What follows belongs to an exercise in optimizing a design on an open flow for small area and a short achievable clock period; a production flow would make more cautious choices. In this exercise RTL edits were held to simulation tests only and were not proved equivalent to the original. Power figures rest on the tool's default switching activity, not on a simulated workload.

`design/flow/design.v`:
```
`timescale 1ns / 1ps
module Label_Gen (
    input  logic [15:0] pixel,
    output logic [ 2:0] label_data
);
    logic n20, n21, n22, n23, n24, n25, n26, n27, n28, n29, n30, n31, n32, n33, n34, n35, n36, n37, n38, n39, n40, n41, n42, n43, n44, n45, n46, n47, n48, n49, n50, n51, n52, n53, n54, n55, n56, n57, n58, n59, n60, n61, n62, n63, n64, n65, n66, n67, n68, n69, n70, n71, n73, n74, n75, n76, n77, n78, n79, n80, n81, n82, n83, n84, n85, n86, n87, n88, n89, n90, n91, n92, n93, n94, n95, n96, n97, n98, n99, n100, n101, n102, n103, n104, n105, n106, n107, n108, n109, n110, n111, n112, n113, n114, n115, n116, n117, n118, n119, n120, n121, n122, n123, n124, n125, n126, n127, n128, n129, n130, n131, n132, n133, n134, n135, n136, n137, n138, n139, n140, n141, n142, n143, n144, n145, n146, n147, n148, n149, n150, n151, n152, n153, n154, n155, n156, n157, n158, n159, n160, n161, n162, n163, n164, n165, n166, n167, n168, n169, n170, n171, n172, n173, n174, n175, n176, n177, n178, n179, n180, n181, n182, n183, n184, n185, n186, n187, n188, n189, n190, n192, n193, n194, n195, n196;
    assign n20 = pixel[1] & ~pixel[0];
    assign n21 = ~pixel[6] & ~n20;
    assign n22 = ~pixel[1] & pixel[0];
    assign n23 = pixel[6] & pixel[5];
    assign n24 = n20 & n23;
    assign n25 = ~n22 & ~n24;
    assign n26 = ~n21 & n25;
    assign n27 = ~pixel[8] & ~pixel[6];
    assign n28 = ~pixel[11] & ~n27;
    assign n29 = pixel[5] & ~n28;
    assign n30 = ~pixel[14] & ~n29;
    assign n31 = ~n26 & n30;
    assign n32 = ~pixel[7] & ~n31;
    assign n33 = ~pixel[8] & ~pixel[7];
    assign n34 = pixel[12] & ~pixel[1];
    assign n35 = ~pixel[13] & ~n34;
    assign n36 = n33 & n35;
    assign n37 = pixel[6] & n20;
    assign n38 = ~pixel[2] & ~pixel[1];
    assign n39 = pixel[2] & pixel[0];
    assign n40 = ~n38 & ~n39;
    assign n41 = ~n37 & n40;
    assign n42 = ~n36 & ~n41;
    assign n43 = ~pixel[13] & ~pixel[11];
    assign n44 = ~n27 & ~n43;
    assign n45 = ~pixel[11] & pixel[0];
    assign n46 = ~pixel[11] & ~pixel[2];
    assign n47 = pixel[5] & pixel[0];
    assign n48 = ~n46 & ~n47;
    assign n49 = ~n45 & ~n48;
    assign n50 = ~n44 & ~n49;
    assign n51 = ~pixel[12] & pixel[1];
    assign n52 = ~n45 & n51;
    assign n53 = pixel[13] & pixel[12];
    assign n54 = ~pixel[10] & ~n53;
    assign n55 = ~n52 & n54;
    assign n56 = ~n50 & n55;
    assign n57 = ~n42 & n56;
    assign n58 = ~n32 & n57;
    assign n59 = ~pixel[6] & ~pixel[5];
    assign n60 = pixel[8] & ~n59;
    assign n61 = pixel[7] & n60;
    assign n62 = ~pixel[9] & ~n61;
    assign n63 = ~n58 & n62;
    assign n64 = pixel[1] & n39;
    assign n65 = pixel[3] & n64;
    assign n66 = pixel[11] & n53;
    assign n67 = pixel[14] & n66;
    assign n68 = ~n65 & ~n67;
    assign n69 = ~pixel[15] & n68;
    assign n70 = ~n63 & n69;
    assign n71 = pixel[10] & ~pixel[4];
    assign label_data[2] = n70 & n71;
    assign n73 = pixel[8] & pixel[7];
    assign n74 = ~pixel[9] & ~n73;
    assign n75 = ~n25 & n60;
    assign n76 = ~pixel[8] & ~n23;
    assign n77 = ~pixel[0] & n38;
    assign n78 = ~n76 & n77;
    assign n79 = pixel[3] & ~n78;
    assign n80 = ~n75 & n79;
    assign n81 = ~pixel[12] & pixel[11];
    assign n82 = ~pixel[1] & n81;
    assign n83 = pixel[2] & n82;
    assign n84 = ~pixel[12] & n43;
    assign n85 = pixel[14] & ~n84;
    assign n86 = ~n83 & ~n85;
    assign n87 = ~n59 & n81;
    assign n88 = pixel[12] & ~pixel[11];
    assign n89 = n23 & n88;
    assign n90 = ~n87 & ~n89;
    assign n91 = pixel[8] & ~n90;
    assign n92 = ~n86 & ~n91;
    assign n93 = ~n64 & ~n66;
    assign n94 = n27 & ~n93;
    assign n95 = ~n92 & ~n94;
    assign n96 = ~n80 & n95;
    assign n97 = n74 & ~n96;
    assign n98 = pixel[14] & n53;
    assign n99 = pixel[3] & pixel[2];
    assign n100 = pixel[1] & n99;
    assign n101 = ~n98 & ~n100;
    assign n102 = n59 & ~n101;
    assign n103 = n68 & ~n102;
    assign n104 = ~n23 & ~n103;
    assign n105 = n33 & ~n104;
    assign n106 = pixel[2] & pixel[1];
    assign n107 = ~pixel[3] & ~n106;
    assign n108 = ~n33 & ~n107;
    assign n109 = pixel[7] & pixel[0];
    assign n110 = n27 & n109;
    assign n111 = ~n108 & ~n110;
    assign n112 = ~pixel[7] & n59;
    assign n113 = pixel[9] & ~n112;
    assign n114 = pixel[8] & n113;
    assign n115 = n53 & ~n114;
    assign n116 = ~pixel[7] & ~n23;
    assign n117 = n66 & n116;
    assign n118 = n27 & n81;
    assign n119 = ~pixel[14] & ~n118;
    assign n120 = ~n117 & n119;
    assign n121 = ~n115 & n120;
    assign n122 = ~n111 & ~n121;
    assign n123 = pixel[9] & ~n122;
    assign n124 = ~n105 & n123;
    assign n125 = pixel[6] & n73;
    assign n126 = pixel[9] & n125;
    assign n127 = n68 & ~n126;
    assign n128 = ~n77 & ~n86;
    assign n129 = ~n127 & ~n128;
    assign n130 = pixel[10] & pixel[4];
    assign n131 = ~n129 & n130;
    assign n132 = ~n124 & n131;
    assign n133 = ~pixel[11] & pixel[6];
    assign n134 = pixel[13] & ~n133;
    assign n135 = ~n53 & ~n76;
    assign n136 = ~n134 & n135;
    assign n137 = pixel[14] & ~n136;
    assign n138 = ~pixel[1] & ~pixel[0];
    assign n139 = n99 & ~n138;
    assign n140 = ~pixel[6] & n99;
    assign n141 = ~n139 & ~n140;
    assign n142 = ~n137 & n141;
    assign n143 = ~n105 & n142;
    assign n144 = ~pixel[9] & ~n143;
    assign n145 = ~n33 & ~n125;
    assign n146 = ~n66 & n145;
    assign n147 = ~pixel[0] & ~n146;
    assign n148 = pixel[1] & ~n113;
    assign n149 = ~n147 & n148;
    assign n150 = ~pixel[2] & ~n149;
    assign n151 = pixel[0] & n116;
    assign n152 = n114 & ~n151;
    assign n153 = pixel[11] & ~pixel[0];
    assign n154 = n51 & ~n153;
    assign n155 = pixel[13] & ~n154;
    assign n156 = ~n35 & ~n45;
    assign n157 = pixel[2] & ~n156;
    assign n158 = ~n155 & n157;
    assign n159 = pixel[14] & ~n158;
    assign n160 = ~n152 & ~n159;
    assign n161 = ~n150 & n160;
    assign n162 = ~pixel[3] & ~n161;
    assign n163 = ~n144 & ~n162;
    assign n164 = n132 & n163;
    assign n165 = pixel[8] & n47;
    assign n166 = n74 & ~n165;
    assign n167 = ~pixel[10] & ~n166;
    assign n168 = n70 & ~n167;
    assign n169 = ~n164 & ~n168;
    assign n170 = ~n97 & ~n169;
    assign n171 = ~pixel[2] & n155;
    assign n172 = ~n64 & n145;
    assign n173 = ~pixel[11] & ~n172;
    assign n174 = n33 & ~n59;
    assign n175 = pixel[12] & ~n174;
    assign n176 = ~n173 & n175;
    assign n177 = ~pixel[13] & ~n176;
    assign n178 = ~pixel[3] & ~n177;
    assign n179 = ~n171 & ~n178;
    assign n180 = ~pixel[8] & n82;
    assign n181 = ~n33 & ~n53;
    assign n182 = n107 & n181;
    assign n183 = ~n61 & n182;
    assign n184 = ~n180 & n183;
    assign n185 = ~n179 & ~n184;
    assign n186 = n66 & n138;
    assign n187 = ~pixel[14] & ~n186;
    assign n188 = ~n185 & n187;
    assign n189 = pixel[15] & ~n188;
    assign n190 = pixel[4] & ~n189;
    assign label_data[1] = ~n170 | n190;
    assign n192 = pixel[14] & ~pixel[10];
    assign n193 = ~pixel[4] & n192;
    assign n194 = ~n139 & n193;
    assign n195 = ~n114 & n194;
    assign n196 = ~n170 & ~n195;
    assign label_data[0] = n189 & ~n196;
endmodule
`timescale 1ns / 1ps
module cam_pixel_labeler (
    input  logic        clk,
    input  logic        reset,
    input  logic        href,
    input  logic        vsync,
    input  logic [ 7:0] ov7670_data,
    output logic        we,
    output logic [16:0] wAddr,
    output logic [ 2:0] label_data,
    output logic        camera_dp_en,
    output logic        v_finish_camera,
    output logic [ 9:0] x_pixel_camera,
    output logic [ 9:0] y_pixel_camera
);
    logic [9:0] h_counter;
    logic [9:0] v_counter;
    logic       v_sync_flag;
    logic [7:0] hi_byte;
    logic [2:0] label_next;
    logic [9:0] h_next, v_next;
    logic [9:0] h_carry, v_carry;
    logic       line_end;
    logic [10:0] addr_hi, addr_sum;
    logic [11:0] addr_carry;
    assign x_pixel_camera = h_counter[9:1];
    assign y_pixel_camera = v_counter;
    assign camera_dp_en = ~(h_counter[9] & (h_counter[8] | h_counter[7])) &
                          ~(v_counter[9] | v_counter[8] | (&v_counter[7:4]));
    logic [10:0] op_a, op_b, cs_sum, cs_carry;
    assign op_a = {1'b0, v_counter};
    assign op_b = {v_counter[8:0], h_counter[8:7]};
    assign cs_sum   = op_a ^ op_b ^ {8'd0, h_counter[9], 2'b00};
    assign cs_carry = (op_a & op_b) | ((op_a ^ op_b) & {8'd0, h_counter[9], 2'b00});
    assign addr_hi  = cs_sum;
    assign addr_carry[0] = 1'b0;
    for (genvar i = 0; i < 11; i++) begin : g_addr
        logic y;
        if (i == 0) assign y = 1'b0;
        else        assign y = cs_carry[i-1];
        assign addr_sum[i]     = addr_hi[i] ^ y ^ addr_carry[i];
        assign addr_carry[i+1] = (addr_hi[i] & y) | (addr_carry[i] & (addr_hi[i] ^ y));
    end
    assign wAddr[5:0]  = h_counter[6:1];
    assign wAddr[16:6] = addr_sum;
    assign h_carry[0] = 1'b1;
    assign v_carry[0] = line_end;
    for (genvar i = 1; i < 10; i++) begin : g_carry
        assign h_carry[i] = h_carry[i-1] & h_counter[i-1];
        assign v_carry[i] = v_carry[i-1] & v_counter[i-1];
    end
    assign line_end = (h_counter == 10'd639);
    assign h_next = {10{href}} & (h_counter ^ h_carry);
    assign v_next = {10{~vsync}} & (v_counter ^ v_carry);
    always_ff @(posedge clk, posedge reset) begin
        if (reset) begin
            h_counter       <= 0;
            v_counter       <= 0;
            we              <= 1'b0;
            v_sync_flag     <= 1'b0;
            v_finish_camera <= 1'b0;
        end else begin
            h_counter       <= h_next;
            v_counter       <= v_next;
            we              <= href & h_counter[0];
            v_sync_flag     <= vsync;
            v_finish_camera <= vsync & ~v_sync_flag;
        end
    end
    always_ff @(posedge clk) begin
        hi_byte    <= ov7670_data;
        label_data <= label_next;
    end
    Label_Gen U_Label_Gen (
        .pixel     ({hi_byte, ov7670_data}),
        .label_data(label_next)
    );
endmodule
```
`design/flow/flow/run.sh`:
```
#!/bin/bash
# Layout flow:
#  1. the standard synthesis (standard.sh synth);
#  2. fa_cin.py puts the latest input of each full adder on its carry-in pin;
#  3. reopt.tcl re-synthesises the logic between the registers for area with ABC
#     (registers, their names and cell types untouched) and rebuilds the full adders
#     from two-input gates (fastfa.v); equiv.tcl checks the result against step 1,
#     and step 1's netlist is used if that check fails;
#  4. the standard layout of that netlist, with port buffers of the smallest
#     buffer cell and a clock tree of small buffers without dummy loads.
# Each tool's output goes to a numbered log file in the work folder.
set -euo pipefail
WORK=$PWD
FLOW=$WORK/flow
RES=$WORK/orfs/results/$FLOW_PLATFORM/cam_pixel_labeler/base
YOSYS=$(command -v yosys || echo "$FLOW_HOME/../tools/install/yosys/bin/yosys")
export LIBERTY=$FLOW_HOME/platforms/sky130hd/lib/sky130_fd_sc_hd__tt_025C_1v80.lib
export FLOWDIR=$FLOW

bash standard.sh synth > 1_standard_synth.log 2>&1
cp "$RES/1_2_yosys.v" std_synth.v

python3 "$FLOW/fa_cin.py" std_synth.v std_prep.v > 2_fa_cin.log 2>&1 || cp std_synth.v std_prep.v

NET=std_synth.v
if "$YOSYS" -c "$FLOW/reopt.tcl" > 3_reopt.log 2>&1 && [[ -s reopt.v ]]; then
  if "$YOSYS" -c "$FLOW/equiv.tcl" > 4_equiv.log 2>&1; then
    NET=reopt.v
  fi
fi
echo "netlist used: $NET" > netlist_choice.txt

bash standard.sh clean_synth > 5_clean_synth.log 2>&1
bash standard.sh "SYNTH_NETLIST_FILES=$WORK/$NET" \
  "BUFFER_PORTS_ARGS=-buffer_cell sky130_fd_sc_hd__buf_1" \
  "CTS_ARGS=-sink_clustering_enable -repair_clock_nets -dont_use_dummy_load -buf_list sky130_fd_sc_hd__clkbuf_4 -root_buf sky130_fd_sc_hd__clkbuf_4" \
  finish > 6_layout.log 2>&1
```
`design/flow/flow/area.abc`:
```
strash
&get -n
&deepsyn -T 20 -S 1
&put
dch -f
amap
topo
```
`design/flow/flow/equiv.tcl`:
```
yosys -import
read_liberty -ignore_miss_func $::env(LIBERTY)
read_verilog std_synth.v
yosys rename cam_pixel_labeler gold
read_verilog reopt.v
yosys rename cam_pixel_labeler gate
flatten gold gate
opt_clean
async2sync
equiv_make gold gate eq
hierarchy -top eq
equiv_simple -seq 2
equiv_induct
equiv_status -assert
```
`design/flow/flow/fa_cin.py`:
```
#!/usr/bin/env python3
"""Put the latest input of each full adder on its carry-in pin.

A full adder is symmetric in its three inputs, and in the gate form the address
adder is built from (flow/fastfa.v) the carry-in reaches both outputs through
fewer gates than A and B do. An adder whose A or B comes from another adder, while
its carry-in does not, gets those two inputs swapped. Reads and writes a flat
Verilog netlist of sky130 cells.
"""
import re
import sys

src, dst = sys.argv[1], sys.argv[2]
text = open(src).read()
inst_re = re.compile(r'^(\s*)(sky130_fd_sc_hd__\w+)\s+(\S+)\s*\((.*?)\);\s*$', re.M | re.S)
pin_re = re.compile(r'\.(\w+)\(([^()]*)\)')

cells = []
for m in inst_re.finditer(text):
    pins = {k: v.strip() for k, v in pin_re.findall(m.group(4))}
    cells.append({'type': m.group(2), 'name': m.group(3), 'pins': pins, 'span': m.span()})

from_adder = set()
for c in cells:
    if c['type'].startswith('sky130_fd_sc_hd__fa_'):
        from_adder.add(c['pins']['SUM'])
        from_adder.add(c['pins']['COUT'])

swaps = 0
for c in cells:
    if not c['type'].startswith('sky130_fd_sc_hd__fa_'):
        continue
    p = c['pins']
    if p['CIN'] in from_adder:
        continue
    for pin in ('A', 'B'):
        if p[pin] in from_adder:
            p[pin], p['CIN'] = p['CIN'], p[pin]
            c['swapped'] = True
            swaps += 1
            break

def fmt(t, n, pins):
    body = ',\n'.join('    .%s(%s)' % (k, v) for k, v in pins.items())
    return '  %s %s (\n%s\n  );' % (t, n, body)

out = []
last = 0
for c in cells:
    s, e = c['span']
    out.append(text[last:s])
    out.append(fmt(c['type'], c['name'] + '_cin', c['pins']) if c.get('swapped') else text[s:e])
    last = e
out.append(text[last:])
open(dst, 'w').write(''.join(out))
print('swapped inputs of %d full adders' % swaps)
```
`design/flow/flow/fastfa.v`:
```
// Full-adder cells of the address adder, rebuilt from two-input gates so that the
// carry ripples through two nand2 gates per bit instead of a full-adder cell.
(* techmap_celltype = "sky130_fd_sc_hd__fa_1" *)
module fast_fa (A, B, CIN, COUT, SUM);
  input A, B, CIN;
  output COUT, SUM;
  wire p, g_n, t_n;
  sky130_fd_sc_hd__xor2_1  x_p (.A(A), .B(B), .X(p));
  sky130_fd_sc_hd__nand2_1 n_g (.A(A), .B(B), .Y(g_n));
  sky130_fd_sc_hd__nand2_1 n_t (.A(p), .B(CIN), .Y(t_n));
  sky130_fd_sc_hd__nand2_1 n_c (.A(g_n), .B(t_n), .Y(COUT));
  sky130_fd_sc_hd__xor2_1  x_s (.A(p), .B(CIN), .X(SUM));
endmodule
```
`design/flow/flow/reopt.tcl`:
```
yosys -import
set lib $::env(LIBERTY)
set flow $::env(FLOWDIR)
read_liberty -ignore_miss_func $lib
read_verilog std_prep.v
hierarchy -top cam_pixel_labeler
# registers and tie cells stay as they are; everything else becomes plain gates
setattr -mod -set keep_hierarchy 1 sky130_fd_sc_hd__df*
setattr -mod -set keep_hierarchy 1 sky130_fd_sc_hd__conb_1
# full-adder cells from the adder mapping are kept too
setattr -mod -set keep_hierarchy 1 sky130_fd_sc_hd__fa_*
flatten
opt_clean
abc -script $flow/area.abc -liberty $lib -dont_use sky130_fd_sc_hd__lpflow_bleeder_1 -dont_use sky130_fd_sc_hd__lpflow_clkbufkapwr_1 -dont_use sky130_fd_sc_hd__lpflow_clkbufkapwr_16 -dont_use sky130_fd_sc_hd__lpflow_clkbufkapwr_2 -dont_use sky130_fd_sc_hd__lpflow_clkbufkapwr_4 -dont_use sky130_fd_sc_hd__lpflow_clkbufkapwr_8 -dont_use sky130_fd_sc_hd__lpflow_clkinvkapwr_1 -dont_use sky130_fd_sc_hd__lpflow_clkinvkapwr_16 -dont_use sky130_fd_sc_hd__lpflow_clkinvkapwr_2 -dont_use sky130_fd_sc_hd__lpflow_clkinvkapwr_4 -dont_use sky130_fd_sc_hd__lpflow_clkinvkapwr_8 -dont_use sky130_fd_sc_hd__lpflow_decapkapwr_12 -dont_use sky130_fd_sc_hd__lpflow_decapkapwr_3 -dont_use sky130_fd_sc_hd__lpflow_decapkapwr_4 -dont_use sky130_fd_sc_hd__lpflow_decapkapwr_6 -dont_use sky130_fd_sc_hd__lpflow_decapkapwr_8 -dont_use sky130_fd_sc_hd__lpflow_inputiso0n_1 -dont_use sky130_fd_sc_hd__lpflow_inputiso0p_1 -dont_use sky130_fd_sc_hd__lpflow_inputiso1n_1 -dont_use sky130_fd_sc_hd__lpflow_inputiso1p_1 -dont_use sky130_fd_sc_hd__lpflow_inputisolatch_1 -dont_use sky130_fd_sc_hd__lpflow_isobufsrc_1 -dont_use sky130_fd_sc_hd__lpflow_isobufsrc_16 -dont_use sky130_fd_sc_hd__lpflow_isobufsrc_2 -dont_use sky130_fd_sc_hd__lpflow_isobufsrc_4 -dont_use sky130_fd_sc_hd__lpflow_isobufsrc_8 -dont_use sky130_fd_sc_hd__lpflow_isobufsrckapwr_16 -dont_use sky130_fd_sc_hd__lpflow_lsbuf_lh_hl_isowell_tap_1 -dont_use sky130_fd_sc_hd__lpflow_lsbuf_lh_hl_isowell_tap_2 -dont_use sky130_fd_sc_hd__lpflow_lsbuf_lh_hl_isowell_tap_4 -dont_use sky130_fd_sc_hd__lpflow_lsbuf_lh_isowell_4 -dont_use sky130_fd_sc_hd__lpflow_lsbuf_lh_isowell_tap_1 -dont_use sky130_fd_sc_hd__lpflow_lsbuf_lh_isowell_tap_2 -dont_use sky130_fd_sc_hd__lpflow_lsbuf_lh_isowell_tap_4 -dont_use sky130_fd_sc_hd__probe_p_8 -dont_use sky130_fd_sc_hd__probec_p_8 
# the kept full adders become a faster gate form
techmap -map $flow/fastfa.v t:sky130_fd_sc_hd__fa_1
opt_clean -purge
hilomap -singleton -hicell sky130_fd_sc_hd__conb_1 HI -locell sky130_fd_sc_hd__conb_1 LO
select cam_pixel_labeler
write_verilog -noattr -selected reopt.v
```
`design/flow/standard.sh`:
```
#!/bin/bash
# synth_recipe.tcl (not shown) runs the flow's synth.tcl, then flattens the netlist and writes it again
# the make line also repeats each setting of config.mk as NAME=value (left out here)
make -C /OpenROAD-flow-scripts/flow DESIGN_CONFIG=/design/flow/config.mk WORK_HOME=/design/flow/orfs CLKGATE_MAP_FILE= SYNTH_SCRIPT=/design/flow/synth_recipe.tcl "${@:-finish}"
```
`design/flow/config.mk`:
```
export PLATFORM = sky130hd
export DESIGN_NAME = cam_pixel_labeler
export DESIGN_NICKNAME = cam_pixel_labeler
export VERILOG_FILES = /design/flow/design.v
export SDC_FILE = /design/flow/constraint.sdc
export NUM_CORES = 4
export LEC_CHECK = 0
export CAP_MARGIN = 20
export CORE_MARGIN = 2
export CORE_UTILIZATION = 40
export SLEW_MARGIN = 20
```
`design/flow/constraint.sdc`:
```
create_clock -name core_clock -period 150.0 [get_ports {clk}]
set_input_delay 30.0000 -clock core_clock [delete_from_list [all_inputs] [get_ports {clk}]]
set_output_delay 30.0000 -clock core_clock [all_outputs]
set_load 0.01 [all_outputs]
```
==> impl_metrics.ini, run 1 <==
[drt]
drc = 0
via_per_inst = 5.104
drt_iter0_markers = 198
totalWireLength_um = 5160
avgRoutedWirePerCell_um = 12.14
ant_nets = 0
via_count = 2169
dr.pass1.iters = 4

[die]
io-pin-count = 55
die_width_um = 76.67
start_util = 0.4135
core-area_um2 = 5107
fp.dieH_um = 76.67
num_rows = 26
die-area_um2 = 5878

[setup_path]
setup.worst_path.start = v_counter[1]
worst_ep_arrival_time_ns = 3.40
worst_ep_required_time_ns = 120.00
reg2reg_from = h_counter[1]
worstSetupStartpointType = flop
end_kind = primary output
path_class = reg2out
crit_fanout = 5

[sta]
fin_setup_tns_ns = 0
slew_viol_final = 0
max_freq_mhz = 29.94
hold_viol_final = 0
finClkSkew_ns = 0.03474
period_needed_ns = 33.40
fin_ws_ns = 116.60
max_slew_margin = 0.4492
worst_pin_slew_ns = 0.8212
setup_viol = 0
fin_crit_sh = 0.2226
rsz0062_at_grt = no

[finish]
multiInputGateArea_um2 = 1177
regArea_um2 = 795.8
area_delta_synth_final_pct = 15.34
drive_gt1_frac = 0.01408
insertedDiodeCount = 0
finalCoreUtilization = 0.4770
fin_nets = 369
num-fill-cells = 554
design_area_um2 = 2436

[global_route]
grt_pass1_vias = 1863
overflow = 0
globalRouteTotalUtil = 0.1769
antenna_found_initial = 0
grt_max_degree = 24
grt_pass1_wl_um = 8618

[placement]
io_buffers = 53
gp_congestion = 0.9425
dp_hpwl_um = 3975
dpl_cell_area_um2 = 2399
post-place-ws_ns = 116.98

[clocking]
ctsRootBufferMaster = clkbuf_4
postCtsSetupBuffers = 0
cts.reportedPaths.clkPinSlew_ns = 0.12
worstSkewPairLatency_ns = 0.34
htree_levels = 2
cts_resized = 0
cts_buffers = 5
cts_tree = built
max-clock-path-buffers = 2
cts.sinks = 34
postCtsHoldBufs = 0

[synthesis]
netlist_instances = 297
yosysWarningCount = 0
syn_nets = 309
netlist_area_um2 = 2112
synth_area_per_cell_um2 = 7.111

[worst_hold_path]
worstHoldStart = v_sync_flag
hp-class = reg2reg

[job]
cap_violations = 0

[run_status]
outcome = timing/DRC/antenna clean

[pwr]
power_uw = 16.21
p_per_area_nw_per_um2 = 6.652
ir_worst_vdd_mv = 0.004779
p_leak_nw = 0.9966
sequential cells by signal, summed over array words and instances, names as in the netlist:
name,count
v_sync_flag,1
we,1
hi_byte,8
v_finish_camera,1
h_counter,10
v_counter,10
label_data,3
cells in the final DEF (no fill, tap or decap), types with 11 or more instances in the layout:
cell type / instances
nor3_1: 12
dfxtp_1: 11
o21ai_0: 23
dfrtp_1: 23
nand2_1: 55
clkinv_1: 37
nor2_1: 52
buf_1: 53
xor2_1: 18
a21oi_1: 15
power by group:
group          internal, mW  switching [mW]  total (mW)
combinational      0.000755         0.00161     0.00237
clock               0.00157         0.00266     0.00423
sequential          0.00937        0.000232     0.00961
layout make-up:
class | instances | area share
multi-input cells | 226 | 0.4833
flip-flops and latches | 34 | 0.3267
repair buffers | 53 | 0.08166
inverters | 37 | 0.05701
well taps | 70 | 0.03595
clock buffers | 5 | 0.01541
path summary, 6_finish.rpt:
path / endpoint / cells past startpoint / slack, ns
setup / recovery: wAddr[16] / 27 / 116.60
hold / removal: v_finish_camera / 1 / 0.43
setup reg to reg: v_counter[9] / 16 / 146.77
hold reg to reg: v_finish_camera / 1 / 0.43
max in group asynchronous: v_counter[7] / 2 / 119.89
min in group asynchronous: h_counter[4] / 2 / 29.67
layer usage:
| metal | track usage | part of all wire | vias to the layer above |
|---|---|---|---|
| li1 | - | - | 1127 |
| met1 | 0.2509 | 0.49 | 965 |
| met2 | 0.2658 | 0.45 | 73 |
| met3 | 0.04000 | 0.056 | 4 |
| met4 | 0.05818 | 0.0078 | 0 |
| met5 | 0 | 0 | - |
worst max-delay path: stages (launching register included):
cell and delay [ns]:
dfrtp_1 0.41, clkinv_1 0.15, nor2_1 0.23, a21oi_1 0.08, and3_1 0.22, xor2_1 0.18
nand2_1 0.07, nand2_1 0.07, nand2_1 0.07, nand2_1 0.05, clkinv_1 0.05, nand2_1 0.05
nand2_1 0.10, nand2_1 0.06, nand2_1 0.10, nand2_1 0.06, nand2_1 0.10, nand2_1 0.06
nand2_1 0.10, nand2_1 0.06, nand2_1 0.10, nand2_1 0.06, nand2_1 0.09, nor2_1 0.04
a21oi_1 0.15, nor2_1 0.06, a21oi_1 0.11, buf_1 0.16
per-stage QoR:
step / cells / hold slack [ns]
4_1_cts: 425 / 0.4394
6_report: 425 / 0.4337
2_1_floorplan: 297 / 0.3730
3_3_place_gp: 420 / 0.3971
5_1_grt: 425 / 0.4698
3_5_place_dp: 420 / 0.3855
==> run 2, diff against run 1 <==
==> design/flow/design.v (replaced) <==
`timescale 1ns / 1ps
module Label_Gen (
    input  logic [15:0] pixel,
    output logic [ 2:0] label_data
);
    logic n20, n21, n22, n23, n24, n25, n26, n27, n28, n29, n30, n31, n32, n33, n34, n35, n36, n37, n38, n39, n40, n41, n42, n43, n44, n45, n46, n47, n48, n49, n50, n51, n52, n53, n54, n55, n56, n57, n58, n59, n60, n61, n62, n63, n64, n65, n66, n67, n68, n69, n70, n71, n72, n73, n74, n75, n76, n77, n78, n79, n80, n81, n82, n83, n84, n85, n86, n87, n88, n89, n90, n91, n92, n93, n94, n95, n96, n97, n98, n99, n100, n101, n102, n103, n104, n105, n106, n107, n108, n109, n110, n111, n112, n113, n114, n115, n116, n117, n118, n119, n120, n121, n122, n123, n124, n125, n126, n127, n128, n129, n130, n131, n132, n133, n134, n135, n136, n137, n138, n139, n140, n141, n142, n143, n144, n145, n146, n147, n148, n149, n151, n152, n153, n154, n155, n156, n157, n158, n159, n160, n161, n162, n163, n164, n165, n166, n167, n168, n169, n170, n171, n172, n173, n174, n175, n176, n177, n178, n179, n180, n181, n182, n183, n185;
    assign n20 = pixel[5] & pixel[6];
    assign n21 = ~pixel[7] & ~n20;
    assign n22 = pixel[12] & pixel[13];
    assign n23 = pixel[11] & n22;
    assign n24 = pixel[1] & pixel[2];
    assign n25 = pixel[0] & n24;
    assign n26 = pixel[3] & n25;
    assign n27 = ~n23 & ~n26;
    assign n28 = n21 & ~n27;
    assign n29 = ~pixel[11] & ~pixel[13];
    assign n30 = ~pixel[12] & n29;
    assign n31 = ~pixel[9] & ~n30;
    assign n32 = pixel[3] & n24;
    assign n33 = ~n22 & ~n32;
    assign n34 = ~pixel[5] & ~pixel[6];
    assign n35 = ~pixel[7] & n34;
    assign n36 = ~n33 & n35;
    assign n37 = ~n31 & ~n36;
    assign n38 = ~n28 & n37;
    assign n39 = ~pixel[13] & ~n34;
    assign n40 = pixel[11] & ~n39;
    assign n41 = ~pixel[6] & ~pixel[8];
    assign n42 = ~pixel[7] & pixel[11];
    assign n43 = ~pixel[13] & ~n42;
    assign n44 = n41 & ~n43;
    assign n45 = n40 & n44;
    assign n46 = ~pixel[7] & ~pixel[8];
    assign n47 = ~pixel[8] & pixel[12];
    assign n48 = ~n46 & ~n47;
    assign n49 = pixel[13] & ~n48;
    assign n50 = ~n45 & ~n49;
    assign n51 = n38 & n50;
    assign n52 = ~pixel[0] & ~pixel[1];
    assign n53 = n23 & n52;
    assign n54 = pixel[3] & ~n53;
    assign n55 = pixel[6] & pixel[7];
    assign n56 = pixel[8] & n55;
    assign n57 = ~n25 & ~n56;
    assign n58 = n29 & ~n57;
    assign n59 = ~n54 & ~n58;
    assign n60 = pixel[1] & ~pixel[12];
    assign n61 = ~pixel[0] & pixel[11];
    assign n62 = n60 & ~n61;
    assign n63 = pixel[13] & ~n62;
    assign n64 = ~pixel[2] & n63;
    assign n65 = ~n59 & ~n64;
    assign n66 = ~pixel[12] & ~pixel[13];
    assign n67 = ~pixel[14] & ~n66;
    assign n68 = ~n65 & n67;
    assign n69 = ~n51 & n68;
    assign n70 = ~n21 & n43;
    assign n71 = ~pixel[11] & ~n55;
    assign n72 = ~pixel[12] & ~n71;
    assign n73 = ~n40 & n72;
    assign n74 = ~n70 & ~n73;
    assign n75 = ~pixel[9] & n74;
    assign n76 = pixel[8] & ~n75;
    assign n77 = ~n38 & ~n76;
    assign n78 = pixel[0] & ~pixel[11];
    assign n79 = ~n63 & n78;
    assign n80 = ~pixel[3] & ~n66;
    assign n81 = pixel[1] & ~pixel[13];
    assign n82 = n80 & ~n81;
    assign n83 = ~n79 & n82;
    assign n84 = ~pixel[2] & n52;
    assign n85 = n23 & n84;
    assign n86 = pixel[14] & ~n85;
    assign n87 = ~n83 & n86;
    assign n88 = ~n77 & n87;
    assign n89 = ~n69 & ~n88;
    assign n90 = ~n23 & ~n56;
    assign n91 = ~pixel[0] & ~n90;
    assign n92 = pixel[1] & ~pixel[14];
    assign n93 = ~n91 & n92;
    assign n94 = ~pixel[2] & ~n93;
    assign n95 = pixel[0] & n34;
    assign n96 = ~pixel[2] & ~n95;
    assign n97 = n46 & ~n96;
    assign n98 = pixel[0] & pixel[2];
    assign n99 = n41 & n98;
    assign n100 = pixel[9] & ~n99;
    assign n101 = ~n97 & n100;
    assign n102 = pixel[7] & pixel[8];
    assign n103 = ~n34 & n102;
    assign n104 = ~pixel[9] & ~n103;
    assign n105 = ~pixel[14] & ~n22;
    assign n106 = n104 & n105;
    assign n107 = ~n101 & ~n106;
    assign n108 = ~n94 & n107;
    assign n109 = pixel[8] & pixel[9];
    assign n110 = ~n35 & n109;
    assign n111 = n24 & ~n110;
    assign n112 = n21 & n25;
    assign n113 = ~pixel[3] & ~n112;
    assign n114 = ~n111 & n113;
    assign n115 = ~n108 & n114;
    assign n116 = ~pixel[1] & ~n95;
    assign n117 = ~pixel[0] & n20;
    assign n118 = ~pixel[7] & ~n117;
    assign n119 = ~n116 & n118;
    assign n120 = ~pixel[2] & ~n119;
    assign n121 = n52 & n56;
    assign n122 = pixel[3] & ~n121;
    assign n123 = ~n120 & n122;
    assign n124 = ~n23 & ~n25;
    assign n125 = ~pixel[6] & ~n124;
    assign n126 = ~n20 & ~n80;
    assign n127 = pixel[3] & ~n52;
    assign n128 = pixel[7] & ~n127;
    assign n129 = ~n126 & n128;
    assign n130 = ~n125 & n129;
    assign n131 = ~pixel[8] & ~n130;
    assign n132 = ~n123 & ~n131;
    assign n133 = ~pixel[9] & ~n132;
    assign n134 = ~n30 & ~n84;
    assign n135 = pixel[3] & pixel[9];
    assign n136 = ~n57 & n135;
    assign n137 = ~n134 & n136;
    assign n138 = pixel[4] & pixel[10];
    assign n139 = pixel[15] & n138;
    assign n140 = ~n137 & n139;
    assign n141 = ~n133 & n140;
    assign n142 = ~n115 & n141;
    assign n143 = ~n89 & n142;
    assign n144 = pixel[2] & n127;
    assign n145 = ~pixel[4] & ~pixel[10];
    assign n146 = pixel[14] & pixel[15];
    assign n147 = n145 & n146;
    assign n148 = ~n110 & n147;
    assign n149 = ~n144 & n148;
    assign label_data[0] = n143 | n149;
    assign n151 = ~pixel[6] & ~n47;
    assign n152 = n74 & ~n151;
    assign n153 = ~pixel[5] & ~pixel[7];
    assign n154 = ~pixel[1] & ~n153;
    assign n155 = ~n55 & ~n78;
    assign n156 = ~n154 & n155;
    assign n157 = n96 & n156;
    assign n158 = pixel[0] & ~pixel[1];
    assign n159 = ~n29 & ~n41;
    assign n160 = ~n158 & n159;
    assign n161 = ~n157 & ~n160;
    assign n162 = ~pixel[5] & pixel[12];
    assign n163 = ~n47 & n61;
    assign n164 = ~n162 & n163;
    assign n165 = n60 & ~n78;
    assign n166 = ~pixel[3] & ~pixel[15];
    assign n167 = ~n24 & n166;
    assign n168 = ~n102 & n145;
    assign n169 = n167 & n168;
    assign n170 = ~n165 & n169;
    assign n171 = ~n164 & n170;
    assign n172 = ~pixel[0] & ~n29;
    assign n173 = ~pixel[8] & ~n172;
    assign n174 = n96 & ~n173;
    assign n175 = n106 & ~n174;
    assign n176 = n171 & n175;
    assign n177 = ~n161 & n176;
    assign n178 = ~n152 & n177;
    assign n179 = ~pixel[4] & pixel[10];
    assign n180 = ~pixel[15] & n179;
    assign n181 = ~n26 & n180;
    assign n182 = pixel[14] & n23;
    assign n183 = ~n104 & ~n182;
    assign label_data[2] = n181 & n183;
    assign n185 = ~n178 & ~label_data[2];
    assign label_data[1] = ~n143 & n185;
endmodule
`timescale 1ns / 1ps
module cam_pixel_labeler (
    input  logic        clk,
    input  logic        reset,
    input  logic        href,
    input  logic        vsync,
    input  logic [ 7:0] ov7670_data,
    output logic        we,
    output logic [16:0] wAddr,
    output logic [ 2:0] label_data,
    output logic        camera_dp_en,
    output logic        v_finish_camera,
    output logic [ 9:0] x_pixel_camera,
    output logic [ 9:0] y_pixel_camera
);
    logic [9:0] h_counter;
    logic [9:0] v_counter;
    logic       v_sync_flag;
    logic [7:0] hi_byte;
    logic [2:0] label_next;
    logic [9:0] h_next, v_next;
    logic [9:0] h_carry, v_carry;
    logic       line_end;
    logic [10:0] addr_hi, addr_sum;
    logic [11:0] addr_carry;
    assign x_pixel_camera = h_counter[9:1];
    assign y_pixel_camera = v_counter;
    assign camera_dp_en = ~(h_counter[9] & (h_counter[8] | h_counter[7])) &
                          ~(v_counter[9] | v_counter[8] | (&v_counter[7:4]));
    logic [10:0] op_a, op_b, cs_sum, cs_carry;
    assign op_a = {1'b0, v_counter};
    assign op_b = {v_counter[8:0], h_counter[8:7]};
    assign cs_sum   = op_a ^ op_b ^ {8'd0, h_counter[9], 2'b00};
    assign cs_carry = (op_a & op_b) | ((op_a ^ op_b) & {8'd0, h_counter[9], 2'b00});
    assign addr_hi  = cs_sum;
    assign addr_carry[0] = 1'b0;
    for (genvar i = 0; i < 11; i++) begin : g_addr
        logic y;
        if (i == 0) assign y = 1'b0;
        else        assign y = cs_carry[i-1];
        assign addr_sum[i]     = addr_hi[i] ^ y ^ addr_carry[i];
        assign addr_carry[i+1] = (addr_hi[i] & y) | (addr_carry[i] & (addr_hi[i] ^ y));
    end
    assign wAddr[5:0]  = h_counter[6:1];
    assign wAddr[16:6] = addr_sum;
    assign h_carry[0] = 1'b1;
    assign v_carry[0] = line_end;
    for (genvar i = 1; i < 10; i++) begin : g_carry
        assign h_carry[i] = h_carry[i-1] & h_counter[i-1];
        assign v_carry[i] = v_carry[i-1] & v_counter[i-1];
    end
    assign line_end = (h_counter == 10'd639);
    assign h_next = {10{href}} & (h_counter ^ h_carry);
    assign v_next = {10{~vsync}} & (v_counter ^ v_carry);
    always_ff @(posedge clk, posedge reset) begin
        if (reset) begin
            h_counter       <= 0;
            v_counter       <= 0;
            we              <= 1'b0;
            v_sync_flag     <= 1'b0;
            v_finish_camera <= 1'b0;
        end else begin
            h_counter       <= h_next;
            v_counter       <= v_next;
            we              <= href & h_counter[0];
            v_sync_flag     <= vsync;
            v_finish_camera <= vsync & ~v_sync_flag;
        end
    end
    always_ff @(posedge clk) begin
        hi_byte    <= ov7670_data;
        label_data <= label_next;
    end
    Label_Gen U_Label_Gen (
        .pixel     ({hi_byte, ov7670_data}),
        .label_data(label_next)
    );
endmodule
==> design/flow/flow/run.sh (replaced) <==
#!/bin/bash
# Layout flow: the standard synthesis, then the combinational logic between the
# registers is re-synthesised for area with ABC (registers, their names and cell types
# untouched, equivalence checked), then the standard layout from that netlist, with
# the port buffers made from the smallest buffer cell and a small clock tree.
set -euo pipefail
WORK=$PWD
FLOW=$WORK/flow
RES=$WORK/orfs/results/$FLOW_PLATFORM/cam_pixel_labeler/base
YOSYS=$(command -v yosys || echo "$FLOW_HOME/../tools/install/yosys/bin/yosys")
export LIBERTY=$FLOW_HOME/platforms/sky130hd/lib/sky130_fd_sc_hd__tt_025C_1v80.lib
export FLOWDIR=$FLOW

bash standard.sh synth > 1_standard_synth.log 2>&1
cp "$RES/1_2_yosys.v" std_synth.v

NET=std_synth.v
if "$YOSYS" -c "$FLOW/reopt.tcl" > 2_reopt.log 2>&1 && [[ -s reopt.v ]]; then
  if "$YOSYS" -c "$FLOW/equiv.tcl" > 3_equiv.log 2>&1; then
    NET=reopt.v
  fi
fi
echo "netlist used: $NET" > netlist_choice.txt

bash standard.sh clean_synth > 4_clean_synth.log 2>&1
bash standard.sh "SYNTH_NETLIST_FILES=$WORK/$NET" \
  "BUFFER_PORTS_ARGS=-buffer_cell sky130_fd_sc_hd__buf_1" \
  "CTS_ARGS=-sink_clustering_enable -repair_clock_nets -dont_use_dummy_load -buf_list sky130_fd_sc_hd__clkbuf_4 -root_buf sky130_fd_sc_hd__clkbuf_4" \
  finish > 5_layout.log 2>&1
--- a/design/flow/flow/reopt.tcl
+++ b/design/flow/flow/reopt.tcl
@@ -3,5 +3,5 @@
 set flow $::env(FLOWDIR)
 read_liberty -ignore_miss_func $lib
-read_verilog std_prep.v
+read_verilog std_synth.v
 hierarchy -top cam_pixel_labeler
 # registers and tie cells stay as they are; everything else becomes plain gates
removed: design/flow/flow/fa_cin.py
==> impl_metrics.ini, run 2 <==
[setup_path]
worst_ep_required_time_ns = 120.00
worst-r2r-cell-count = 15
reg2reg_to = v_counter[9]
worstSetupStartpointType = flop
reg2reg_from = h_counter[1]
end_kind = primary output
rrSetupSlack_ns = 146.74
crit_fanout = 5
path_class = reg2out
worst_ep_arrival_time_ns = 3.22

[global_route]
globalRouteTotalUtil = 0.1840
overflow = 0
grt_pass1_vias = 1955
antenna_found_initial = 0
grt_max_degree = 24
grt_pass1_wl_um = 8790

[finish]
reg_top3 = h_counter: 10 flops, v_counter: 10 flops, hi_byte: 8 flops
fin_nets = 361
final_common_cell = buf_1
insertedDiodeCount = 0
final_cell_mix = 53 x buf_1, 52 x nand2_1, 46 x nor2_1
area_delta_synth_final_pct = 15.58
drive_gt1_frac = 0.01441
finalCoreUtilization = 0.4736

[pwr]
seq_power_share = 0.597
combPwrFrac = 0.131
clock_power_share = 0.271
p_leak_nw = 0.9695
p_per_area_nw_per_um2 = 6.693
internal_power_uw = 11.61
ir_worst_vdd_mv = 0.004911
p_sw_frac = 0.2785
power_uw = 16.09
p_switching_uw = 4.480

[die]
die-area_um2 = 5791
core-area_um2 = 5075
fp.dieH_um = 76.10
io-pin-count = 55
num_rows = 26
die_width_um = 76.10
start_util = 0.4098

[clocking]
max-clock-path-buffers = 2
cts_tree = built
ctsRootBufferMaster = clkbuf_4
worstSkewPairLatency_ns = 0.34
cts_resized = 0
postCtsSetupBuffers = 0
cts.sinks = 34
postCtsHoldBufs = 0
htree_levels = 2
cts_buffers = 5
cts.reportedPaths.clkPinSlew_ns = 0.12

[sta]
worst_pin_slew_ns = 0.8117
fin_ws_ns = 116.78
slew_viol_final = 0
max_freq_mhz = 30.10
max_slew_margin = 0.4555
rsz0062_at_grt = no
finClkSkew_ns = 0.03255
setup_viol = 0
fin_crit_sh = 0.2215
fin_setup_tns_ns = 0
hold_viol_final = 0
period_needed_ns = 33.22

[drt]
dr.pass1.iters = 4
via_per_inst = 5.067
drt_iter0_markers = 91
ant_nets = 0
via_count = 2113
drc = 0
avgRoutedWirePerCell_um = 12.05
totalWireLength_um = 5024

[placement]
gp_congestion = 0.9318
dp_hpwl_um = 3950
io_buffers = 53
post-place-ws_ns = 117.09

[worst_hold_path]
hold_path_depth = 1
worstHoldStart = v_sync_flag
hp-class = reg2reg
whs_endpoint = v_finish_camera

[synthesis]
netlist_area_um2 = 2079
yosysWarningCount = 0
synth_area_per_cell_um2 = 7.195
netlist_instances = 289
syn_nets = 301

[run_status]
outcome = timing/DRC/antenna clean

[job]
cap_violations = 0
==> run 2: cell types whose count changed in the layout (fill, tap and decap cells not counted), sizes merged, moves of 2 or more <==
cell and change:
o21a +3, nand3 -2, o311ai -2, a31oi -2, o21ai -2, a21oi +2, o32a -2, nor4 +2
and2 -2, nor2 -6, nand2 -3, nor4b +2
==> run 2: worst max path at each step <==
stage | from | to | slack [ns] | cells after the start
after global placement | v_counter[0] | wAddr[16] | 117.19 | 24
final | h_counter[9] | wAddr[16] | 116.78 | 24
after floorplan | v_counter[0] | wAddr[16] | 117.33 | 23
after detailed placement | v_counter[0] | wAddr[16] | 117.09 | 24
after global routing | h_counter[9] | wAddr[16] | 116.29 | 24
after CTS | h_counter[9] | wAddr[16] | 116.72 | 24
==> run 2: area by class of cell <==
type	count	area, µm²
Fill cell	567	2671
Multi-Input combinational cell	217	1141
Sequential cell	34	795.8
Timing Repair Buffer	53	198.9
Inverter	38	142.6
Tap cell	70	87.58
Clock buffer	5	37.54
==> run 2: stage by stage <==
step	std cells	hold WS, ns	instance area, µm²
4_1_cts	417	0.3808	2404
5_1_grt	417	0.4126	2404
3_5_place_dp	412	0.3769	2366
6_report	417	0.3887	2404
2_1_floorplan	289	0.3730	2079
3_3_place_gp	412	0.3746	2366
==> run 2: worst max-delay path, stage by stage (launching register included) <==
cell and delay [ns]:
dfrtp_1 0.44, xor2_1 0.23, xor2_1 0.23, xor2_1 0.23, nand2_1 0.07, nand2_1 0.10, nand2_1 0.06, nand2_1 0.07
clkinv_1 0.08, nand2_1 0.07, nand2_1 0.07, nand2_1 0.07, nand2_1 0.07, nand2_1 0.07, nand2_1 0.07, nand2_1 0.07
nand2_1 0.07, nand2_1 0.07, nand2_1 0.07, nand2_1 0.07, nand2_1 0.06, o21ai_0 0.20, nor2_1 0.06, a21oi_1 0.11
buf_1 0.16
==> run 2: power by group through the flow <==
stage	clock, mW	sequential, mW	combinational [mW]
after global placement	0	0.00980	0.00214
after CTS	0.00456	0.00961	0.00210
after global routing	0.00505	0.00966	0.00237
final	0.00436	0.00961	0.00211
after detailed placement	0	0.00980	0.00209
after floorplan	0	0.00980	0.00129
==> run 2: layer usage <==
layer / up-vias / GRT usage / share of wire
li1: 1103 / - / -
met1: 938 / 0.2395 / 0.46
met2: 66 / 0.3063 / 0.47
met3: 6 / 0.04028 / 0.059
met4: 0 / 0.05818 / 0.012
met5: - / 0 / 0
==> run 3, diff against run 2 <==
==> design/flow/design.v (replaced) <==
`timescale 1ns / 1ps
module Label_Gen (
    input  logic [15:0] pixel,
    output logic [ 2:0] label_data
);
    logic n20, n21, n22, n23, n24, n25, n26, n27, n28, n29, n30, n31, n32, n33, n34, n35, n36, n37, n38, n39, n40, n41, n42, n43, n44, n45, n46, n47, n48, n49, n50, n51, n52, n53, n54, n55, n56, n57, n58, n59, n60, n61, n62, n63, n64, n65, n66, n67, n68, n69, n70, n71, n72, n73, n74, n75, n76, n77, n78, n79, n80, n81, n82, n83, n84, n85, n86, n87, n88, n89, n90, n91, n92, n93, n94, n95, n96, n97, n98, n99, n100, n101, n102, n103, n104, n105, n106, n107, n108, n109, n110, n111, n112, n113, n114, n115, n116, n117, n118, n119, n120, n121, n122, n123, n124, n125, n126, n127, n128, n129, n130, n131, n132, n133, n134, n135, n136, n137, n138, n139, n140, n141, n142, n143, n144, n145, n147, n148, n149, n150, n151, n152, n153, n154, n155, n156, n157, n158, n159, n160, n161, n162, n163, n164, n165, n166, n167, n168, n169, n170, n171, n172, n173, n174, n175, n177;
    assign n20 = ~pixel[5] & ~pixel[7];
    assign n21 = ~pixel[6] & n20;
    assign n22 = ~pixel[7] & pixel[12];
    assign n23 = ~pixel[13] & ~n22;
    assign n24 = pixel[7] & ~pixel[12];
    assign n25 = pixel[13] & ~n24;
    assign n26 = pixel[6] & ~pixel[11];
    assign n27 = ~n20 & n26;
    assign n28 = ~n25 & n27;
    assign n29 = ~n23 & ~n28;
    assign n30 = ~n21 & ~n29;
    assign n31 = ~pixel[9] & ~n30;
    assign n32 = pixel[8] & ~n31;
    assign n33 = ~pixel[13] & ~n20;
    assign n34 = ~pixel[6] & pixel[11];
    assign n35 = ~n33 & n34;
    assign n36 = ~n25 & ~n35;
    assign n37 = ~n32 & ~n36;
    assign n38 = pixel[5] & pixel[6];
    assign n39 = ~pixel[7] & ~n38;
    assign n40 = pixel[12] & pixel[13];
    assign n41 = pixel[11] & n40;
    assign n42 = pixel[1] & pixel[2];
    assign n43 = pixel[0] & n42;
    assign n44 = pixel[3] & n43;
    assign n45 = ~n41 & ~n44;
    assign n46 = n39 & ~n45;
    assign n47 = ~pixel[11] & ~pixel[13];
    assign n48 = ~pixel[12] & n47;
    assign n49 = ~pixel[9] & ~n48;
    assign n50 = pixel[3] & n42;
    assign n51 = ~n40 & ~n50;
    assign n52 = n21 & ~n51;
    assign n53 = ~n49 & ~n52;
    assign n54 = ~n46 & n53;
    assign n55 = ~n37 & n54;
    assign n56 = ~pixel[0] & pixel[11];
    assign n57 = pixel[1] & ~pixel[12];
    assign n58 = ~n56 & n57;
    assign n59 = pixel[13] & ~n58;
    assign n60 = ~pixel[2] & n59;
    assign n61 = ~pixel[0] & ~pixel[1];
    assign n62 = n41 & n61;
    assign n63 = ~pixel[12] & ~pixel[13];
    assign n64 = ~pixel[3] & ~n63;
    assign n65 = ~n62 & ~n64;
    assign n66 = ~n60 & n65;
    assign n67 = pixel[7] & pixel[8];
    assign n68 = pixel[6] & n67;
    assign n69 = ~n43 & ~n68;
    assign n70 = n47 & ~n69;
    assign n71 = ~pixel[14] & ~n70;
    assign n72 = ~n66 & n71;
    assign n73 = ~n55 & n72;
    assign n74 = ~n32 & ~n54;
    assign n75 = pixel[0] & ~pixel[11];
    assign n76 = ~n59 & n75;
    assign n77 = pixel[1] & ~pixel[13];
    assign n78 = n64 & ~n77;
    assign n79 = ~n76 & n78;
    assign n80 = pixel[14] & ~n79;
    assign n81 = ~n74 & n80;
    assign n82 = ~n73 & ~n81;
    assign n83 = ~pixel[2] & n61;
    assign n84 = ~n48 & ~n83;
    assign n85 = ~pixel[14] & ~n44;
    assign n86 = ~n45 & ~n85;
    assign n87 = ~n68 & ~n86;
    assign n88 = ~n84 & ~n87;
    assign n89 = ~pixel[3] & ~n42;
    assign n90 = pixel[0] & n21;
    assign n91 = ~pixel[2] & ~n90;
    assign n92 = pixel[0] & ~pixel[6];
    assign n93 = pixel[7] & ~n92;
    assign n94 = ~pixel[8] & ~n93;
    assign n95 = ~n91 & n94;
    assign n96 = n89 & ~n95;
    assign n97 = pixel[9] & ~n96;
    assign n98 = ~n88 & n97;
    assign n99 = pixel[1] & ~pixel[7];
    assign n100 = ~pixel[0] & n38;
    assign n101 = n99 & ~n100;
    assign n102 = n91 & ~n101;
    assign n103 = n61 & n68;
    assign n104 = pixel[3] & ~n103;
    assign n105 = ~n102 & n104;
    assign n106 = ~n41 & ~n43;
    assign n107 = ~pixel[6] & ~n106;
    assign n108 = ~n38 & ~n64;
    assign n109 = pixel[3] & ~n61;
    assign n110 = pixel[7] & ~n109;
    assign n111 = ~n108 & n110;
    assign n112 = ~n107 & n111;
    assign n113 = ~pixel[8] & ~n112;
    assign n114 = ~pixel[9] & ~n113;
    assign n115 = ~n105 & n114;
    assign n116 = ~n98 & ~n115;
    assign n117 = pixel[0] & n39;
    assign n118 = pixel[8] & pixel[9];
    assign n119 = ~n21 & n118;
    assign n120 = ~n117 & n119;
    assign n121 = ~n41 & ~n68;
    assign n122 = ~pixel[0] & ~n121;
    assign n123 = pixel[1] & ~pixel[14];
    assign n124 = ~n122 & n123;
    assign n125 = ~pixel[2] & ~n124;
    assign n126 = ~n120 & ~n125;
    assign n127 = ~pixel[3] & ~n126;
    assign n128 = ~pixel[5] & ~pixel[6];
    assign n129 = n67 & ~n128;
    assign n130 = ~pixel[9] & ~n129;
    assign n131 = ~pixel[14] & ~n40;
    assign n132 = n89 & n131;
    assign n133 = n130 & n132;
    assign n134 = pixel[4] & pixel[10];
    assign n135 = pixel[15] & n134;
    assign n136 = ~n133 & n135;
    assign n137 = ~n127 & n136;
    assign n138 = ~n116 & n137;
    assign n139 = ~n82 & n138;
    assign n140 = pixel[2] & n109;
    assign n141 = ~pixel[4] & ~pixel[10];
    assign n142 = pixel[14] & pixel[15];
    assign n143 = n141 & n142;
    assign n144 = ~n119 & n143;
    assign n145 = ~n140 & n144;
    assign label_data[0] = n139 | n145;
    assign n147 = pixel[1] & ~pixel[11];
    assign n148 = ~n20 & ~n147;
    assign n149 = ~pixel[8] & ~n148;
    assign n150 = pixel[1] & pixel[5];
    assign n151 = ~pixel[6] & ~n150;
    assign n152 = n36 & n151;
    assign n153 = ~pixel[0] & ~pixel[2];
    assign n154 = pixel[0] & ~pixel[1];
    assign n155 = ~n153 & ~n154;
    assign n156 = ~n152 & n155;
    assign n157 = ~n149 & ~n156;
    assign n158 = pixel[6] & ~n99;
    assign n159 = ~pixel[0] & ~n158;
    assign n160 = n47 & ~n159;
    assign n161 = ~pixel[1] & ~n56;
    assign n162 = ~pixel[12] & ~n75;
    assign n163 = ~n161 & n162;
    assign n164 = ~pixel[15] & n141;
    assign n165 = ~n163 & n164;
    assign n166 = n133 & n165;
    assign n167 = ~n160 & n166;
    assign n168 = pixel[8] & n151;
    assign n169 = n29 & ~n168;
    assign n170 = ~n95 & ~n169;
    assign n171 = n167 & n170;
    assign n172 = ~n157 & n171;
    assign n173 = ~pixel[4] & pixel[10];
    assign n174 = ~pixel[15] & n173;
    assign n175 = ~n130 & n174;
    assign label_data[2] = ~n86 & n175;
    assign n177 = ~n172 & ~label_data[2];
    assign label_data[1] = ~n139 & n177;
endmodule
`timescale 1ns / 1ps
module cam_pixel_labeler (
    input  logic        clk,
    input  logic        reset,
    input  logic        href,
    input  logic        vsync,
    input  logic [ 7:0] ov7670_data,
    output logic        we,
    output logic [16:0] wAddr,
    output logic [ 2:0] label_data,
    output logic        camera_dp_en,
    output logic        v_finish_camera,
    output logic [ 9:0] x_pixel_camera,
    output logic [ 9:0] y_pixel_camera
);
    logic [9:0] h_counter;
    logic [9:0] v_counter;
    logic       v_sync_flag;
    logic [7:0] hi_byte;
    logic [2:0] label_next;
    logic [9:0] h_next, v_next;
    logic [9:0] h_carry, v_carry;
    logic       line_end;
    logic [10:0] addr_hi, addr_sum;
    logic [11:0] addr_carry;
    assign x_pixel_camera = h_counter[9:1];
    assign y_pixel_camera = v_counter;
    assign camera_dp_en = ~(h_counter[9] & (h_counter[8] | h_counter[7])) &
                          ~(v_counter[9] | v_counter[8] | (&v_counter[7:4]));
    logic [10:0] op_a, op_b, cs_sum, cs_carry;
    assign op_a = {1'b0, v_counter};
    assign op_b = {v_counter[8:0], h_counter[8:7]};
    assign cs_sum   = op_a ^ op_b ^ {8'd0, h_counter[9], 2'b00};
    assign cs_carry = (op_a & op_b) | ((op_a ^ op_b) & {8'd0, h_counter[9], 2'b00});
    assign addr_hi  = cs_sum;
    assign addr_carry[0] = 1'b0;
    for (genvar i = 0; i < 11; i++) begin : g_addr
        logic y;
        if (i == 0) assign y = 1'b0;
        else        assign y = cs_carry[i-1];
        assign addr_sum[i]     = addr_hi[i] ^ y ^ addr_carry[i];
        assign addr_carry[i+1] = (addr_hi[i] & y) | (addr_carry[i] & (addr_hi[i] ^ y));
    end
    assign wAddr[5:0]  = h_counter[6:1];
    assign wAddr[16:6] = addr_sum;
    assign h_carry[0] = 1'b1;
    assign v_carry[0] = line_end;
    for (genvar i = 1; i < 10; i++) begin : g_carry
        assign h_carry[i] = h_carry[i-1] & h_counter[i-1];
        assign v_carry[i] = v_carry[i-1] & v_counter[i-1];
    end
    assign line_end = (h_counter == 10'd639);
    assign h_next = {10{href}} & (h_counter ^ h_carry);
    assign v_next = {10{~vsync}} & (v_counter ^ v_carry);
    always_ff @(posedge clk, posedge reset) begin
        if (reset) begin
            h_counter       <= 0;
            v_counter       <= 0;
            we              <= 1'b0;
            v_sync_flag     <= 1'b0;
            v_finish_camera <= 1'b0;
        end else begin
            h_counter       <= h_next;
            v_counter       <= v_next;
            we              <= href & h_counter[0];
            v_sync_flag     <= vsync;
            v_finish_camera <= vsync & ~v_sync_flag;
        end
    end
    always_ff @(posedge clk) begin
        hi_byte    <= ov7670_data;
        label_data <= label_next;
    end
    Label_Gen U_Label_Gen (
        .pixel     ({hi_byte, ov7670_data}),
        .label_data(label_next)
    );
endmodule
==> impl_metrics.ini, run 3 <==
[sta]
fin_ws_ns = 116.79
fin_setup_tns_ns = 0
max_freq_mhz = 30.11
fin_crit_sh = 0.2214
finClkSkew_ns = 0.02206
worst_pin_slew_ns = 0.8378
holdWs_ns = 0.3939
rsz0062_at_grt = no
slew_viol_final = 0
period_needed_ns = 33.21
max_slew_margin = 0.4380
hold_viol_final = 0
setup_viol = 0

[drt]
via_per_inst = 5.024
via_count = 2060
avgRoutedWirePerCell_um = 12.26
drt_iter0_markers = 167
drc = 0
dr.pass1.iters = 4
ant_nets = 0
totalWireLength_um = 5027

[synthesis]
syn_nets = 294
synth_area_per_cell_um2 = 7.263
yosysWarningCount = 0
netlist_area_um2 = 2048
netlist_instances = 282

[pwr]
p_per_area_nw_per_um2 = 6.721
power_uw = 15.94
ir_worst_vdd_mv = 0.003862
p_leak_nw = 0.9639

[setup_path]
crit_fanout = 8
cp.buffers_inverters = 2
crit_path_cell_trace = xor2_1 > xor2_1 > xor2_1 > nand2_1 > nand2_1 > nand2_1 > nand2_1 > clkinv_1 > nand2_1 > nand2_1 > nand2_1 > nand2_1 > nand2_1 > nand2_1 > nand2_1 > nand2_1 > nand2_1 > nand2_1 > nand2_1 > nand2_1 > a21oi_1 > nor2_1 > a21oi_1 > buf_1
crit_path_frequent_cell = nand2_1
path_class = reg2out
max_stage_delay_ns = 0.47
worst_ep_arrival_time_ns = 3.21
worst_path_dominant_cell_family = simple AND/OR/NAND/NOR gates
critPathSlowestCell = dfrtp_1
worstSetupStartpointType = flop
end_kind = primary output
worst_ep_required_time_ns = 120.00

[placement]
place_inst = 405
post-place-ws_ns = 117.13
gp_congestion = 1.057
dp_hpwl_um = 3913
dpl_cell_area_um2 = 2335
io_buffers = 53

[global_route]
top_usage_layer = met1
met1_usage = 0.2788
grt_pass1_wl_um = 8252
grt_max_degree = 24
grt_pass1_vias = 1780
grt_use_met2 = 0.2725
grt.met3_usage = 0.05291
globalRouteTotalUtil = 0.1877
overflow = 0
antenna_found_initial = 0

[finish]
area_delta_synth_final_pct = 15.82
fin_nets = 354
reg_top3 = h_counter: 10 flops, v_counter: 10 flops, hi_byte: 8 flops
drive_gt1_frac = 0.01471
final_cell_mix = 53 x buf_1, 49 x nand2_1, 44 x nor2_1
finalCoreUtilization = 0.4735
design_area_um2 = 2372
final_common_cell = buf_1
insertedDiodeCount = 0
finalNonFillerCells = 410

[clocking]
htree_levels = 2
postCtsHoldBufs = 0
worstSkewPairLatency_ns = 0.34
cts_resized = 0
cts_tree = built
ctsRootBufferMaster = clkbuf_4
max-clock-path-buffers = 2
cts.sinks = 34
postCtsSetupBuffers = 0
cts.reportedPaths.clkPinSlew_ns = 0.12
cts_buffers = 5

[job]
cap_violations = 0

[worst_hold_path]
hp-class = reg2reg

[die]
core-area_um2 = 5010
start_util = 0.4088
num_rows = 26
io-pin-count = 55
fp.dieH_um = 75.56
die-area_um2 = 5709
die_width_um = 75.56

[run_status]
outcome = timing/DRC/antenna clean
==> run 3: layout make-up <==
cell class	count	area, µm²
clock buffers	5	37.54
fillers	541	2638
inverters	34	127.6
multi-input cells	214	1125
flip-flops and latches	34	795.8
well taps	70	87.58
repair buffers	53	198.9
==> run 3: routing by layer <==
layer | vias up | wire [µm]
met1 | 897 | 2476
met3 | 6 | 448
met5 | - | 0
li1 | 1082 | -
met4 | 0 | 57
met2 | 75 | 2045
==> run 3: power breakdown <==
group	switching (mW)	total, mW	internal [mW]
Sequential	0.000240	0.00960	0.00936
Clock	0.00272	0.00428	0.00157
Combinational	0.00141	0.00206	0.000646
Total	0.00437	0.0159	0.0116
==> run 3: path summary, 6_finish.rpt <==
kind	startpoint	endpoint	slack, ns	cells after the start
min in group asynchronous	reset	v_finish_camera	29.67	2
worst max register to register	h_counter[1]	v_counter[9]	146.83	16
worst min-delay path	v_sync_flag	v_finish_camera	0.39	1
worst max-delay path	v_counter[0]	wAddr[16]	116.79	24
worst min register to register	v_sync_flag	v_finish_camera	0.39	1
max in group asynchronous	reset	h_counter[7]	119.90	2
==> run 3: worst reg2reg max path, delay by kind of cell (launching register included) <==
kind / cells / cell delay (ns)
and+or+nand+nor: 14 / 2.52
AOI/OAI and AO/OA: 2 / 0.20
DFF: 1 / 0.40

what the ideal ports hide:
Ports are ideal in the flow. The routed layouts listed here were re-timed in OpenROAD. Step 1 assumes that a clkbuf_16 drives the clock port and a buf_2 every other input. Step 2 adds t to the input delays and takes it off the output delays; t is the mean of the earliest and latest rising clock arrival at the registers after step 1. Input paths then give back, and output paths get back, about the clock's delay inside the block. Three values: ideal, step 1, step 2; two values: the first two.
run	shift t [ns]	setup slack, ns	worst setup path at the end
run 1	0.347	116.604 / 116.577 / 116.923	register to output
run 2	0.347	116.779 / 116.753 / 117.099	register to output
run 3	0.345	116.793 / 116.770 / 117.115	register to output
After both steps every run listed still meets setup and hold.
